Context: an optimization exercise on an open-source flow, tuned for small area, a short achievable clock period and few clock cycles. The choices shown serve that exercise and are no tape-out recipe. Only simulation tests tie the RTL to the original design; equivalence was not proved. Power and IR drop assume default switching activity.

===== flow/design.v =====
`timescale 1ns/10ps
module JAM (
    input CLK,
    input RST,
    output reg [2:0] W,
    output reg [2:0] J,
    input [6:0] Cost,
    output reg [3:0] MatchCount,
    output reg [9:0] MinCost,
    output reg Valid );
localparam S_PRE1 = 2'd0;    
localparam S_PRE2 = 2'd1;    
localparam S_SRCH = 2'd2;
localparam S_DONE = 2'd3;
integer i;
reg [1:0] state;
reg [6:0] u  [0:7];
reg [6:0] v  [0:7];
reg [2:0] ra [0:7];          
reg       pend;              
reg       p1v;               
reg       p1ph;              
reg [2:0] p1w, p1j;
reg       p2v, p2ph;
reg [2:0] p2w, p2j;
reg [6:0] creg;              
reg [6:0] m;                 
reg [2:0] ma;                
reg [6:0] uw2;               
reg [9:0] P  [0:7];          
reg [2:0] js [0:6];          
reg [7:0] used;              
reg       cvld;              
reg       cdone;             
reg       ev;
reg [2:0] ed, ec;
reg [7:0] eu;
reg [9:0] eK;                
reg [7:0] eT;                
reg       eneg;              
reg [2:0] efc;               
function [3:0] nextfree;     
    input [7:0] usedm;
    input [2:0] s;
    input [2:0] off;
    input       all;
    reg   [7:0] rot;
    reg   [3:0] r;
    integer k;
    begin
        for (k = 0; k < 8; k = k + 1) rot[k] = usedm[(s + k) & 7];
        r = 4'd0;
        for (k = 7; k >= 0; k = k - 1)
            if (!rot[k] && (all || k > off)) r = {1'b1, s + k[2:0]};
        nextfree = r;
    end
endfunction
wire [9:0] Pw  = P[W];
wire [6:0] uW  = u[W];
wire [6:0] vJ  = v[J];
wire [9:0] K   = Pw - uW - vJ;
wire [10:0] T  = {1'b0, MinCost} - {1'b0, K};
wire [2:0] W1  = W + 3'd1;
wire [3:0] fc  = nextfree(used | (8'd1 << J), ra[W1], 3'd0, 1'b1);
wire [2:0] sA  = ra[W];
wire [3:0] nA  = nextfree(used, sA, J - sA, 1'b0);
wire [2:0] Wm  = W - 3'd1;
wire [2:0] jp  = (W == 3'd0) ? 3'd0 : js[Wm];
wire [2:0] sB  = ra[Wm];
wire [7:0] uB  = used & ~(8'd1 << jp);
wire [3:0] nB  = nextfree(uB, sB, jp - sB, 1'b0);
wire       le    = {1'b0, Cost} <= eT;
wire       lt    = {1'b0, Cost} <  eT;
wire       acc   = ev && !eneg && le;
wire       leaf  = (ed == 3'd7);
wire       redir = acc && !leaf;
wire [9:0] sum   = eK + Cost;
wire [6:0] diff  = creg - uw2;
wire [6:0] cand  = p2ph ? diff : creg;
wire       first = p2ph ? (p2w == 3'd0) : (p2j == 3'd0);
wire       take  = first || cand < m;
wire [6:0] nmin  = take ? cand : m;
wire [2:0] narg  = take ? p2j : ma;
wire       lastc = p2ph ? (p2w == 3'd7) : (p2j == 3'd7);
always @(posedge CLK or posedge RST) begin
    if (RST) begin
        state <= S_PRE1;
        W <= 3'd0;
        J <= 3'd0;
        Valid <= 1'b0;
        p1v <= 1'b0;
        p2v <= 1'b0;
        pend <= 1'b0;
        cvld <= 1'b0;
        cdone <= 1'b0;
    end else begin
        p1v <= (state == S_PRE1) || (state == S_PRE2 && !pend);
        p2v <= p1v;
        case (state)
        S_PRE1: begin
            {W, J} <= {W, J} + 6'd1;
            if (W == 3'd7 && J == 3'd7) state <= S_PRE2;
        end
        S_PRE2: begin
            if (!pend) begin
                {J, W} <= {J, W} + 6'd1;
                if (W == 3'd7 && J == 3'd7) pend <= 1'b1;
            end
            if (p2v && p2ph && p2w == 3'd7 && p2j == 3'd7) begin
                state <= S_SRCH;
                W <= 3'd0;
                J <= ra[0];
                cvld <= 1'b1;
                cdone <= 1'b0;
            end
        end
        S_SRCH: begin
            if (redir) begin
                W <= ed + 3'd1;
                J <= efc[2:0];
                cvld <= 1'b1;
                cdone <= 1'b0;
            end else if (cdone) begin
                state <= S_DONE;
                Valid <= 1'b1;
            end else if (nA[3]) begin
                J <= nA[2:0];
                cvld <= 1'b1;
            end else if (W == 3'd0) begin
                cdone <= 1'b1;
                cvld <= 1'b0;
            end else if (nB[3]) begin
                W <= Wm;
                J <= nB[2:0];
                cvld <= 1'b1;
            end else begin
                W <= Wm;
                J <= jp;
                cvld <= 1'b0;
            end
        end
        default: ;
        endcase
    end
end
always @(posedge CLK) begin
    p1ph <= (state == S_PRE2);
    p1w <= W;
    p1j <= J;
    p2ph <= p1ph;
    p2w <= p1w;
    p2j <= p1j;
    creg <= Cost;
    uw2 <= u[p1w];
    if (p2v) begin
        m <= nmin;
        ma <= narg;
        if (lastc) begin
            if (!p2ph) begin
                u[p2w] <= nmin;
                ra[p2w] <= narg;
                P[0] <= (p2w == 3'd0) ? {3'd0, nmin} : P[0] + nmin;
            end else begin
                v[p2j] <= nmin;
                P[0] <= P[0] + nmin;
            end
        end
    end
    ev <= cvld && state == S_SRCH && !redir;
    ed <= W;
    ec <= J;
    eu <= used;
    eK <= K;
    eneg <= T[10];
    eT <= (T[9:8] != 2'd0) ? 8'hff : T[7:0];
    efc <= fc[2:0];
    if (state == S_PRE1 || state == S_PRE2) begin
        MinCost <= 10'h3ff;
        used <= 8'd0;
    end else begin
        if (acc && leaf) begin
            if (lt) begin
                MinCost <= sum;
                MatchCount <= 4'd1;
            end else begin
                MatchCount <= MatchCount + 4'd1;
            end
        end
        if (redir) begin
            js[ed] <= ec;
            P[ed + 3'd1] <= sum;
            used <= eu | (8'd1 << ec);
        end else if (!cdone && !nA[3] && W != 3'd0) begin
            used <= uB;
        end
    end
end
endmodule

===== flow/run.sh =====
#!/bin/bash
# synth_recipe.tcl (not shown) runs the flow's synth.tcl, then flattens the netlist and writes it again
# the make line also repeats each setting of config.mk as NAME=value (left out here)
make -C /OpenROAD-flow-scripts/flow DESIGN_CONFIG=/design/flow/config.mk WORK_HOME=/design/flow/orfs CLKGATE_MAP_FILE= SYNTH_SCRIPT=/design/flow/synth_recipe.tcl finish

===== flow/config.mk =====
export PLATFORM = sky130hd
export DESIGN_NAME = JAM
export DESIGN_NICKNAME = JAM
export VERILOG_FILES = /design/flow/design.v
export SDC_FILE = /design/flow/constraint.sdc
export NUM_CORES = 4
export LEC_CHECK = 0
export ABC_CLOCK_PERIOD_IN_PS = 3000
export CAP_MARGIN = 20
export CORE_MARGIN = 2
export CORE_UTILIZATION = 40
export SETUP_SLACK_MARGIN = 2.5
export SLEW_MARGIN = 20

===== flow/constraint.sdc =====
create_clock -name core_clock -period 6.0 [get_ports {CLK}]
set_input_delay 1.2000 -clock core_clock [delete_from_list [all_inputs] [get_ports {CLK}]]
set_output_delay 1.2000 -clock core_clock [all_outputs]
set_load 0.01 [all_outputs]

==> results.tsv, run 1 <==
metric	value	unit
synthesis-to-finish area growth	29.6	%
Max rail drop VDD	245	uV
fraction of registers with async set or reset after synthesis	4.09	%
top fanout value on the critical path	3	
Tmin final	5080	ps
TritonCTS clock tree	yes	
most frequent cell after synthesis	sky130_fd_sc_hd__edfxtp_1	
type of the most critical hold path	flop to flop	
root cell of the clock tree	sky130_fd_sc_hd__clkbuf_16	
hold-fix buffers at CTS	0	
fraction of the cycle the final worst path needs	84.7	%
gpl congestion	0.895	
library cell contributing the largest single delay on the critical path	sky130_fd_sc_hd__fa_2	
Die Footprint	50300	um^2
number of rows in the core area	80	
number of fillers in the final layout	3961	
portion of synthesized cell area occupied by the leading cell type	38.9	%
wire length reported by the detailed router	56300	um
result of the run	complete, no violations	
cells taking the most area after synthesis	sky130_fd_sc_hd__edfxtp_1, sky130_fd_sc_hd__dfxtp_1, sky130_fd_sc_hd__mux4_2	
proportion of layout cells with a drive suffix above 1	34.1	%
count of distinct cell types in the synthesized netlist	104	
final core utilization	52.5	%
unrepaired setup endpoints after global routing	yes	
total of buffers placed on input and output ports	29	
number of CTS-inserted buffers	37	
mean post-synth cell area	11.8	um^2
sum of buffers and inverters on the critical path	5	
setup tns final	0	ps
max-capacitance violation count	0	
wire length per cell	22.7	um
CP top delay family	compound AO/OA/AOI/OAI gates	
y dimension of the die	224	um
Static Leakage	9.18	nW
number of synthesized flops with an enable pin	251	
layout net count	1941	
top cells by count, synth	sky130_fd_sc_hd__edfxtp_1, sky130_fd_sc_hd__nand2_1, sky130_fd_sc_hd__nor2_1	
Fin. Hold Viols	0	
Ys Warns	1	
startpoint class of the critical path	flop	
largest net degree at the start of global routing	41	
global-route wire length before repair	84900	um
Max Transition Viols Final	0	
worst relative slew slack	40.5	%
arrival time reported for the critical path endpoint	5360	ps
number of detailed-routing iterations run before antenna repair	5	
Iteration-0 DRC Markers	1366	
measured slew at the worst slew-check pin	889	ps
synthesized area	19400	um^2
Synth Instances	1650	
DRC violations left	0	
overall via count from detail_route	14600	
core box area	47800	um^2
type of element capturing the critical path	flop	
maximum root-to-sink buffer count	3	
category of the critical setup timing path	flop to flop	
number of sinks driven by the clock tree	342	
Power Density	198	nW/um^2
biggest cell delay along the critical path	430	ps
cell repeated most along the worst path	sky130_fd_sc_hd__o21a_1	
CTS clock-pin slew for the worst setup and hold paths	60	ps
cell taking the most area after synthesis	sky130_fd_sc_hd__edfxtp_1	
H-tree Lvls	2	
Worst-Skew Late Latency	550	ps
critical path data required time	6280	ps
Synth Net Count	1749	
sequential-to-total area share from yosys stat	48.6	%
Final setup viols	0	
remaining antenna violation count	0	
path depth of the worst reg2reg path	27	
DIE WIDTH	224	um
final global-route overflow total	0	
via count of the first global-routing pass	14300	
Hold Crit Depth	0	
path length in cells of the critical path	27	
overall fraction of global-route tracks in use	22.0	%
initial core utilization	40.5	%
number of primary I/O pins	30	
maximum clock frequency	197	MHz
Fin Clk Skew	31.2	ps
post-detail-place hpwl	37100	um
number of antenna violations at the first check in global routing	0	
Primary FF master, synth	sky130_fd_sc_hd__edfxtp_1	
average via count per standard cell	5.87	
flip-flop and latch count after synthesis	342	
kinds of logic after synthesis:
family / synth area share, %
AO/OA/AOI/OAI: 13.5
XOR/XNOR: 2.46
adder cells (fa/ha/maj): 6.31
buffers and inverters: 3.85
flip-flops: 48.6
multiplexers: 14.0
AND/OR/NAND/NOR: 11.2
worst paths after layout:
path	start	end	slack, ps
setup / recovery	creg[0]	P[0][9]	920
hold / removal	p1ph	p2ph	320
setup reg to reg	creg[0]	P[0][9]	920
hold reg to reg	p1ph	p2ph	320
max in group asynchronous	RST	J[0]	4400
min in group asynchronous	RST	p2v	1110
metal layers:
metal  GRT usage, %  wire [um]
met1           29.7      24200
met2           37.6      27600
met3           2.73       3150
met4           5.51       1340
met5              0          0
power breakdown:
part / total, mW / internal (mW) / switching [mW]
combinational: 0.131 / 0.0564 / 0.0750
clock: 2.30 / 1.36 / 0.946
sequential: 2.54 / 2.53 / 0.00301
layout make-up:
class                           count  area [um^2]  area share [%]
Antenna cell                        1         2.50         0.00995
Clock buffer                       53         1010            4.01
Clock inverter                     14          206           0.821
Inverter                           90          372            1.48
Multi-Input combinational cell   1140        10900            43.3
Sequential cell                   342         9450            37.6
Tap cell                          615          769            3.06
Timing Repair Buffer              231         2460            9.77
registers in the layout (all words and copies together), names as in the netlist, 7 cells and up:
register and count:
MinCost 10, P 80, creg 7, eK 10, eT 8, eu 8
js 21, m 7, ra 24, u 56, used 8, uw2 7
v 56
through the flow:
stage / instance area [um^2] / hold WS, ps / worst slack [ps] / power, mW / std cells
floorplan: 20300 / 310 / 1150 / 2.65 / 1650
detailed placement: 21100 / 321 / 659 / 2.69 / 2249
finish: 25100 / 321 / 917 / 4.97 / 2486
global placement: 21100 / 320 / 740 / 2.69 / 2249
global route: 25100 / 339 / 835 / 5.11 / 2485
CTS: 24300 / 336 / 1110 / 4.99 / 2446
layout by cell type (no fill, tap or decap), types with 25 or more instances in the layout:
master	count
sky130_fd_sc_hd__nor2_1	79
sky130_fd_sc_hd__nand2_1	99
sky130_fd_sc_hd__buf_4	121
sky130_fd_sc_hd__mux4_2	63
sky130_fd_sc_hd__a21oi_1	43
sky130_fd_sc_hd__dfxtp_1	74
sky130_fd_sc_hd__buf_6	48
sky130_fd_sc_hd__nand3_1	36
sky130_fd_sc_hd__edfxtp_1	251
sky130_fd_sc_hd__mux2i_1	68
sky130_fd_sc_hd__o21ai_0	44
sky130_fd_sc_hd__clkbuf_16	40
sky130_fd_sc_hd__ha_1	53
sky130_fd_sc_hd__mux2_2	25
sky130_fd_sc_hd__inv_1	71
what timing repair did:
action / 4_1_cts / 5_1_grt
pin swaps: 122 / 77
endpoints found under the setup margin: 307 / 250
gates cloned: 13 / 4
setup buffers: 117 / 35
hold endpoints to repair: 0 / 0
resized for setup: 193 / 110
Testbench counts, summed over its fixed seeds: cycles 8,372.
==> inputs of run 2 (changes only) <==
--- a/flow/config.mk
+++ b/flow/config.mk
@@ -6,8 +6,7 @@
 export NUM_CORES = 4
 export LEC_CHECK = 0
-export ABC_CLOCK_PERIOD_IN_PS = 3000
 export CAP_MARGIN = 20
 export CORE_MARGIN = 2
 export CORE_UTILIZATION = 40
-export SETUP_SLACK_MARGIN = 2.5
+export SETUP_SLACK_MARGIN = 2.0
 export SLEW_MARGIN = 20
==> run 2 against run 1 <==
Wire length fell by 1.1%. Combinational power shrank 5%. Hold slack worse by 3.7 ps. First-iteration DRC count up 13%. Clock skew decreased by 15 ps. Fmax up 2.7%. Non-clock buffer count is 5 higher. Clock-buffer cell count down 6. Via count increased by 0.43%. Cell count is essentially flat. Core utilization decreased by 0.35 points. Design area fell by 0.67%. Critical endpoint is now P[0][4]. Largest cell class unchanged.
==> results.tsv, run 2 <==
metric	value	unit	change
result of the run	complete, no violations		
Max rail drop VDD	211	uV	-14%
number of detailed-routing iterations run before antenna repair	8		+3
Logic pwr share	2.5	%	about the same
y dimension of the die	224	um	unchanged
Ys Warns	1		unchanged
arrival time reported for the critical path endpoint	5310	ps	-50 ps
maximum root-to-sink buffer count	3		unchanged
Largest regs	P x80, u x56, v x56		
met3 Usage GRT	2.40	%	-0.33 points
layout net count	1942		+0.052%
Synth Instances	1650		unchanged
Static Leakage	9.16	nW	-0.18%
max-capacitance violation count	0		unchanged
measured slew at the worst slew-check pin	895	ps	+5.74 ps
H-tree Lvls	2		unchanged
DRC violations left	0		unchanged
Register-to-Register Setup Slack	1050	ps	+130 ps
Max Transition Viols Final	0		unchanged
internal cell power	4.05	mW	+2.6%
mean post-synth cell area	11.8	um^2	unchanged
fraction of registers with async set or reset after synthesis	4.09	%	unchanged
portion of synthesized cell area occupied by the leading cell type	38.9	%	unchanged
non-filler cells in the finished layout	2487		+0.040%
worst slack at placement	690	ps	+31.4 ps
number of CTS-inserted buffers	37		unchanged
maximum clock frequency	202	MHz	+2.7%
top fanout value on the critical path	5		+2
via count of the first global-routing pass	14700		+2.5%
setup tns final	0	ps	unchanged
part of the power in the clock network	47.6	%	+1.3 points
number of primary I/O pins	30		unchanged
flip-flop and latch count after synthesis	342		unchanged
overall via count from detail_route	14700		+0.43%
number of synthesized flops with an enable pin	251		unchanged
Fin Clk Skew	16.6	ps	-14.7 ps
largest net degree at the start of global routing	36		-12%
net switching power of the design	1.03	mW	+0.30%
synthesis-to-finish area growth	28.8	%	
Power Density	203	nW/um^2	+2.8%
most frequent cell after synthesis	sky130_fd_sc_hd__edfxtp_1		
DP Cell Count	2257		+0.36%
top cells by count, synth	sky130_fd_sc_hd__edfxtp_1, sky130_fd_sc_hd__nand2_1, sky130_fd_sc_hd__nor2_1		
worst relative slew slack	39.9	%	-0.59 points
largest register by flop count	P		
count of distinct cell types in the synthesized netlist	104		unchanged
cells taking the most area after synthesis	sky130_fd_sc_hd__edfxtp_1, sky130_fd_sc_hd__dfxtp_1, sky130_fd_sc_hd__mux4_2		
fraction of the cycle the final worst path needs	82.5	%	-2.2 points
wire length per cell	22.4	um	-1.1%
met1 usage	28.9	%	-0.71 points
DIE WIDTH	224	um	unchanged
post-detail-place hpwl	36700	um	-1.0%
met2 Use GR	38.2	%	+0.56 points
gpl congestion	0.902		+0.75%
Final setup viols	0		unchanged
hold-fix buffers at CTS	0		unchanged
root cell of the clock tree	sky130_fd_sc_hd__clkbuf_16		
Die Footprint	50300	um^2	unchanged
synthesized area	19400	um^2	unchanged
Tmin final	4950	ps	-135 ps
sequential cell fraction of total power	50.0	%	-1.0 points
Fin. Hold Viols	0		unchanged
overall fraction of global-route tracks in use	21.9	%	-0.024 points
total of buffers placed on input and output ports	29		unchanged
core box area	47800	um^2	unchanged
unrepaired setup endpoints after global routing	yes		
biggest cell delay along the critical path	410	ps	-20 ps
Most Crowded Layer GR	met2		
final worst-path setup slack	1050	ps	+135 ps
leading cell types in the layout, fill and taps excluded	sky130_fd_sc_hd__edfxtp_1, sky130_fd_sc_hd__buf_4, sky130_fd_sc_hd__nand2_1, sky130_fd_sc_hd__nor2_1, sky130_fd_sc_hd__dfxtp_1		
Synth Net Count	1749		unchanged
type of element capturing the critical path	flop		
critical path data required time	6360	ps	+80 ps
type of the most critical hold path	flop to flop		
initial core utilization	40.5	%	unchanged
wire length reported by the detailed router	55700	um	-1.1%
average via count per standard cell	5.90		+0.39%
finished layout cell area	25000	um^2	-0.67%
TritonCTS clock tree	yes		
final global-route overflow total	0		unchanged
global-route wire length before repair	85600	um	+0.85%
CTS clock-pin slew for the worst setup and hold paths	60	ps	about the same
library cell contributing the largest single delay on the critical path	sky130_fd_sc_hd__fa_2		
cell taking the most area after synthesis	sky130_fd_sc_hd__edfxtp_1		
number of diodes added for antenna fixing	0		-1
smallest hold slack	318	ps	-3.74 ps
category of the critical setup timing path	flop to flop		
Worst-Skew Late Latency	530	ps	-20 ps
remaining antenna violation count	0		unchanged
Iteration-0 DRC Markers	1548		+13%
number of sinks driven by the clock tree	342		unchanged
cell repeated most along the worst path	sky130_fd_sc_hd__buf_6		
sum of internal, switching and leakage power	5.08	mW	+2.1%
switching power as a share of total power	20.2	%	-0.36 points
most frequent standard cell in the layout excluding fill and tap cells	sky130_fd_sc_hd__edfxtp_1		
startpoint class of the critical path	flop		
number of fillers in the final layout	4024		+1.6%
number of flip-flops under the largest register name	80		unchanged
final core utilization	52.2	%	-0.35 points
Primary FF master, synth	sky130_fd_sc_hd__edfxtp_1		
number of rows in the core area	80		unchanged
number of antenna violations at the first check in global routing	0		unchanged
sequential-to-total area share from yosys stat	48.6	%	unchanged
proportion of layout cells with a drive suffix above 1	34.3	%	+0.23 points
Post-DP Area	21000	um^2	-0.45%
run 2: power groups by stage:
stage / logic, mW / clock network, mW / registers (mW)
2_1_floorplan: 0.0641 / 0 / 2.59
3_3_place_gp: 0.101 / 0 / 2.59
3_5_place_dp: 0.104 / 0 / 2.59
4_1_cts: 0.118 / 2.45 / 2.54
5_1_grt: 0.137 / 2.55 / 2.54
6_report: 0.124 / 2.42 / 2.54
run 2: worst paths after layout:
| check | start | endpoint | cells after the start |
|---|---|---|---|
| hold reg to reg | p1ph | p2ph | 0 |
| max in group asynchronous | RST | W[0] | 2 |
| hold / removal | p1ph | p2ph | 0 |
| min in group asynchronous | RST | cdone | 2 |
| setup / recovery | creg[0] | P[0][4] | 30 |
| setup reg to reg | creg[0] | P[0][4] | 30 |
run 2: kinds of logic after synthesis:
kind of cell               share of synthesized area (%)
DFF                                                 48.6
buffers and inverters                               3.85
adders and majority gates                           6.31
and+or+nand+nor                                     11.2
muxes                                               14.0
AOI/OAI and AO/OA                                   13.5
xor gates and xnor gates                            2.46
run 2: layout make-up:
class / count / area (um^2) / area share [%]
Clock inverter: 21 / 240 / 0.962
Multi-Input combinational cell: 1136 / 10800 / 43.2
Sequential cell: 342 / 9450 / 37.8
Timing Repair Buffer: 236 / 2300 / 9.21
Tap cell: 615 / 769 / 3.08
Clock buffer: 47 / 1060 / 4.23
Inverter: 90 / 382 / 1.53
run 2: metal layers:
metal	wire length, um	vias up
met4	1560	0
met1	23400	7381
met3	2950	107
li1	-	6664
met5	0	-
met2	27800	509
run 2: repair_timing:
action / CTS / global route
cloned: 3 / 3
endpoints found under the setup margin: 134 / 120
gates resized for setup: 173 / 108
pin swaps: 96 / 93
setup buffers: 125 / 31
run 2: critical path, delay by kind of cell (launching register included):
family	cells	cell delay, ps
AOI/OAI and AO/OA	10	1470
adders and majority gates	4	1180
buffers and inverters	11	930
and+or+nand+nor	4	570
DFF	1	330
muxes	1	300
==> inputs of run 3 (changes only) <==
--- a/flow/config.mk
+++ b/flow/config.mk
@@ -9,4 +9,3 @@
 export CORE_MARGIN = 2
 export CORE_UTILIZATION = 40
-export SETUP_SLACK_MARGIN = 2.0
 export SLEW_MARGIN = 20
==> run 3 against run 2 <==
Via count down 6.1%. First-iteration DRC count down 26%. Largest cell class is now flip-flops and latches. Sequential power about the same. Power down 5.4%. Clock power down about 10%. Non-clock buffer count down 144. Sequential share of layout area up 5.6 points. Critical path type unchanged. Die area unchanged. Design area down 13%. Still clean on timing, DRC and antenna. Cell count down 5.8%.
==> results.tsv, run 3 <==
metric	value	unit	change
flip-flop and latch count after synthesis	342		unchanged
number of diodes added for antenna fixing	0		unchanged
Max Transition Viols Final	0		unchanged
most frequent standard cell in the layout excluding fill and tap cells	sky130_fd_sc_hd__edfxtp_1		
Fin Clk Skew	21.8	ps	+5.26 ps
multiplexer area fraction after synthesis	14.0	%	unchanged
Register-to-Register Setup Slack	480	ps	-570 ps
origin of the worst min-delay path	p1ph		
most frequent cell after synthesis	sky130_fd_sc_hd__edfxtp_1		
compound-gate portion of the synthesized area	13.5	%	unchanged
number of flip-flops under the largest register name	80		unchanged
overall fraction of global-route tracks in use	21.0	%	-0.98 points
initial core utilization	40.5	%	unchanged
unrepaired setup endpoints after global routing	no		
Worst Setup SP	creg[0]		
Max rail drop VDD	267	uV	+27%
critical path data required time	6300	ps	-60 ps
leading cell types in the layout, fill and taps excluded	sky130_fd_sc_hd__edfxtp_1, sky130_fd_sc_hd__nand2_1, sky130_fd_sc_hd__nor2_1, sky130_fd_sc_hd__inv_1, sky130_fd_sc_hd__mux2i_1		
part of the power in the clock network	45.1	%	-2.5 points
cells taking the most area after synthesis	sky130_fd_sc_hd__edfxtp_1, sky130_fd_sc_hd__dfxtp_1, sky130_fd_sc_hd__mux4_2		
synthesis-to-finish area growth	11.9	%	
core box area	47800	um^2	unchanged
startpoint class of the critical path	flop		
path depth of the worst reg2reg path	27		-10%
Largest regs	P x80, u x56, v x56		
max-capacitance violation count	0		unchanged
final global-route overflow total	0		unchanged
fraction of the cycle the final worst path needs	92.0	%	+9.5 points
Final setup viols	0		unchanged
top cells by count, synth	sky130_fd_sc_hd__edfxtp_1, sky130_fd_sc_hd__nand2_1, sky130_fd_sc_hd__nor2_1		
remaining antenna violation count	0		unchanged
number of synthesized flops with an enable pin	251		unchanged
Iteration-0 DRC Markers	1139		-26%
DRC violations left	0		unchanged
type of element capturing the critical path	flop		
layout net count	1798		-7.4%
worst relative slew slack	28.8	%	-11 points
Die Footprint	50300	um^2	unchanged
Ys Warns	1		unchanged
sequential cell fraction of total power	52.8	%	+2.8 points
Synth Area in Simple Gates	11.2	%	unchanged
synthesized area	19400	um^2	unchanged
overall via count from detail_route	13800		-6.1%
synthesized-area fraction occupied by xor and xnor cells	2.46	%	unchanged
CTS clock-pin slew for the worst setup and hold paths	60	ps	about the same
TritonCTS clock tree	yes		
global-route wire length before repair	80400	um	-6.1%
number of CTS-inserted buffers	38		+2.7%
Primary FF master, synth	sky130_fd_sc_hd__edfxtp_1		
r2r startpoint	creg[0]		
Tmin final	5520	ps	+572 ps
top fanout value on the critical path	19		+14
category of the critical setup timing path	flop to flop		
Logic pwr share	2.1	%	-0.4 points
cell taking the most area after synthesis	sky130_fd_sc_hd__edfxtp_1		
arrival time reported for the critical path endpoint	5820	ps	+510 ps
type of the most critical hold path	flop to flop		
number of primary I/O pins	30		unchanged
post-detail-place hpwl	38100	um	+3.9%
Hold Crit Depth	0		unchanged
via count of the first global-routing pass	13700		-7.0%
Fin. Hold Viols	0		unchanged
portion of synthesized cell area occupied by the leading cell type	38.9	%	unchanged
root cell of the clock tree	sky130_fd_sc_hd__clkbuf_16		
switching power as a share of total power	21.1	%	+0.87 points
result of the run	complete, no violations		
smallest hold slack	355	ps	+37.7 ps
number of antenna violations at the first check in global routing	0		unchanged
Synth Net Count	1749		unchanged
DIE WIDTH	224	um	unchanged
maximum root-to-sink buffer count	3		unchanged
proportion of layout cells with a drive suffix above 1	15.3	%	-19 points
number of detailed-routing iterations run before antenna repair	5		-3
measured slew at the worst slew-check pin	1060	ps	+166 ps
adder-cell share of the synthesized area	6.31	%	unchanged
mean post-synth cell area	11.8	um^2	unchanged
number of sinks driven by the clock tree	342		unchanged
wire length reported by the detailed router	52800	um	-5.2%
average via count per standard cell	5.88		-0.28%
largest register by flop count	P		
gpl congestion	0.943		+4.5%
Power Density	221	nW/um^2	+8.8%
setup tns final	0	ps	unchanged
Static Leakage	7.97	nW	-13%
worst slack at placement	471	ps	-219 ps
number of rows in the core area	80		unchanged
H-tree Lvls	2		unchanged
total of buffers placed on input and output ports	29		unchanged
wire length per cell	22.6	um	+0.69%
Synth Instances	1650		unchanged
net switching power of the design	1.01	mW	-1.3%
maximum clock frequency	181	MHz	-10%
combinational family with the most area after synthesis	multiplexers		
largest net degree at the start of global routing	58		+61%
sequential-to-total area share from yosys stat	48.6	%	unchanged
count of distinct cell types in the synthesized netlist	104		unchanged
internal cell power	3.79	mW	-6.4%
y dimension of the die	224	um	unchanged
final worst-path setup slack	480	ps	-572 ps
fraction of registers with async set or reset after synthesis	4.09	%	unchanged
Worst-Skew Late Latency	550	ps	+20 ps
-- run 3: cell counts after synthesis --
No cell type changed its count.
-- run 3: timing repair --
action,4_1_cts,5_1_grt
endpoints found under the setup margin,0,1
hold endpoints to repair,0,0
setup buffers,0,0
hold buffers,0,0
gates resized for setup,0,1
-- run 3: layout make-up --
type,instances,area (um^2)
fill,4343,26100
sequential,342,9440
multi-input combinational,1135,9240
clock buffer,46,981
timing repair buffer,92,776
tap,615,769
inverter,90,338
clock inverter,22,166
-- run 3: through the flow --
step	power [mW]	area [um^2]	std cells	utilization (%)
final	4.80	21700	2342	45.4
after CTS	4.85	21700	2342	45.3
after detailed placement	2.69	20500	2274	42.9
after floorplan	2.65	19400	1650	-
after global placement	2.68	20500	2274	42.9
after global routing	4.95	21700	2342	45.4
-- run 3: final timing paths --
kind | end
setup reg to reg | P[0][8]
setup / recovery | P[0][8]
hold reg to reg | p2ph
min in group asynchronous | pend
max in group asynchronous | W[0]
hold / removal | p2ph
-- run 3: logic make-up after synthesis --
group	after synthesis
adder cells (fa/ha/maj)	90
multiplexers	185
buffers and inverters	173
AO/OA/AOI/OAI	379
AND/OR/NAND/NOR	430
XOR/XNOR	51
flip-flops	342
-- run 3: power groups by stage --
stage / registers, mW / clock network, mW / logic [mW]
finish: 2.54 / 2.17 / 0.0992
global route: 2.54 / 2.30 / 0.110
CTS: 2.54 / 2.22 / 0.0993
detailed placement: 2.59 / 0 / 0.0985
global placement: 2.59 / 0 / 0.0954
floorplan: 2.59 / 0 / 0.0591
-- run 3: worst max-delay path: stages (launching register included) --
cell and delay, ps:
sky130_fd_sc_hd__dfxtp_1 320, sky130_fd_sc_hd__inv_1 60, sky130_fd_sc_hd__ha_1 130, sky130_fd_sc_hd__inv_1 50, sky130_fd_sc_hd__fa_1 400, sky130_fd_sc_hd__a21o_1 190, sky130_fd_sc_hd__a21oi_1 240, sky130_fd_sc_hd__o21bai_1 100
sky130_fd_sc_hd__a21oi_1 190, sky130_fd_sc_hd__xor2_1 160, sky130_fd_sc_hd__nand2_1 80, sky130_fd_sc_hd__xnor2_1 150, sky130_fd_sc_hd__ha_1 270, sky130_fd_sc_hd__o21ai_0 70, sky130_fd_sc_hd__a221oi_1 330, sky130_fd_sc_hd__buf_4 230
sky130_fd_sc_hd__mux2_2 530, sky130_fd_sc_hd__ha_1 370, sky130_fd_sc_hd__nor2b_1 150, sky130_fd_sc_hd__o21ai_0 160, sky130_fd_sc_hd__nand2_1 90, sky130_fd_sc_hd__and2_1 170, sky130_fd_sc_hd__o21ai_0 150, sky130_fd_sc_hd__nand2b_1 100
sky130_fd_sc_hd__and2_1 180, sky130_fd_sc_hd__o21ai_0 180, sky130_fd_sc_hd__xor2_1 160, sky130_fd_sc_hd__o31ai_1 80
-- run 3: layer usage --
layer,vias to the layer above,track usage [%],wire length [um]
li1,6370,-,-
met1,6848,26.7,22200
met2,427,35.3,25600
met3,123,3.03,2610
met4,0,9.91,2410
met5,-,0,0

==> re-timing with driven ports <==
In the flow no input, the clock included, has a driving cell. The finished layouts below were timed again as built, in two steps. Step 1: set_driving_cell puts a clkbuf_16 on CLK and a buf_2 on each other input, an assumption about the parent block. Step 2 times the ports against the registers' clock, not the clock port: input delays grow and output delays shrink by t, the midpoint of the rising clock arrivals with the driver on. Three values: ideal ports, drivers, drivers and shift; two values: the first two.
run	shift t [ns]	setup WS [ns]	worst hold slack (ns)	worst register clock-pin slew, ns	worst slew at a driven data input, ns
run 1	0.589	0.917 / 0.917 / 0.917	0.321 / 0.321 / 0.321	0.07 / 0.07	0.05
run 2	0.577	1.051 / 1.051 / 1.051	0.318 / 0.318 / 0.318	0.07 / 0.07	0.03
run 3	0.593	0.480 / 0.480 / 0.480	0.355 / 0.355 / 0.355	0.06 / 0.06	0.03
After both steps every run listed still meets setup and hold.
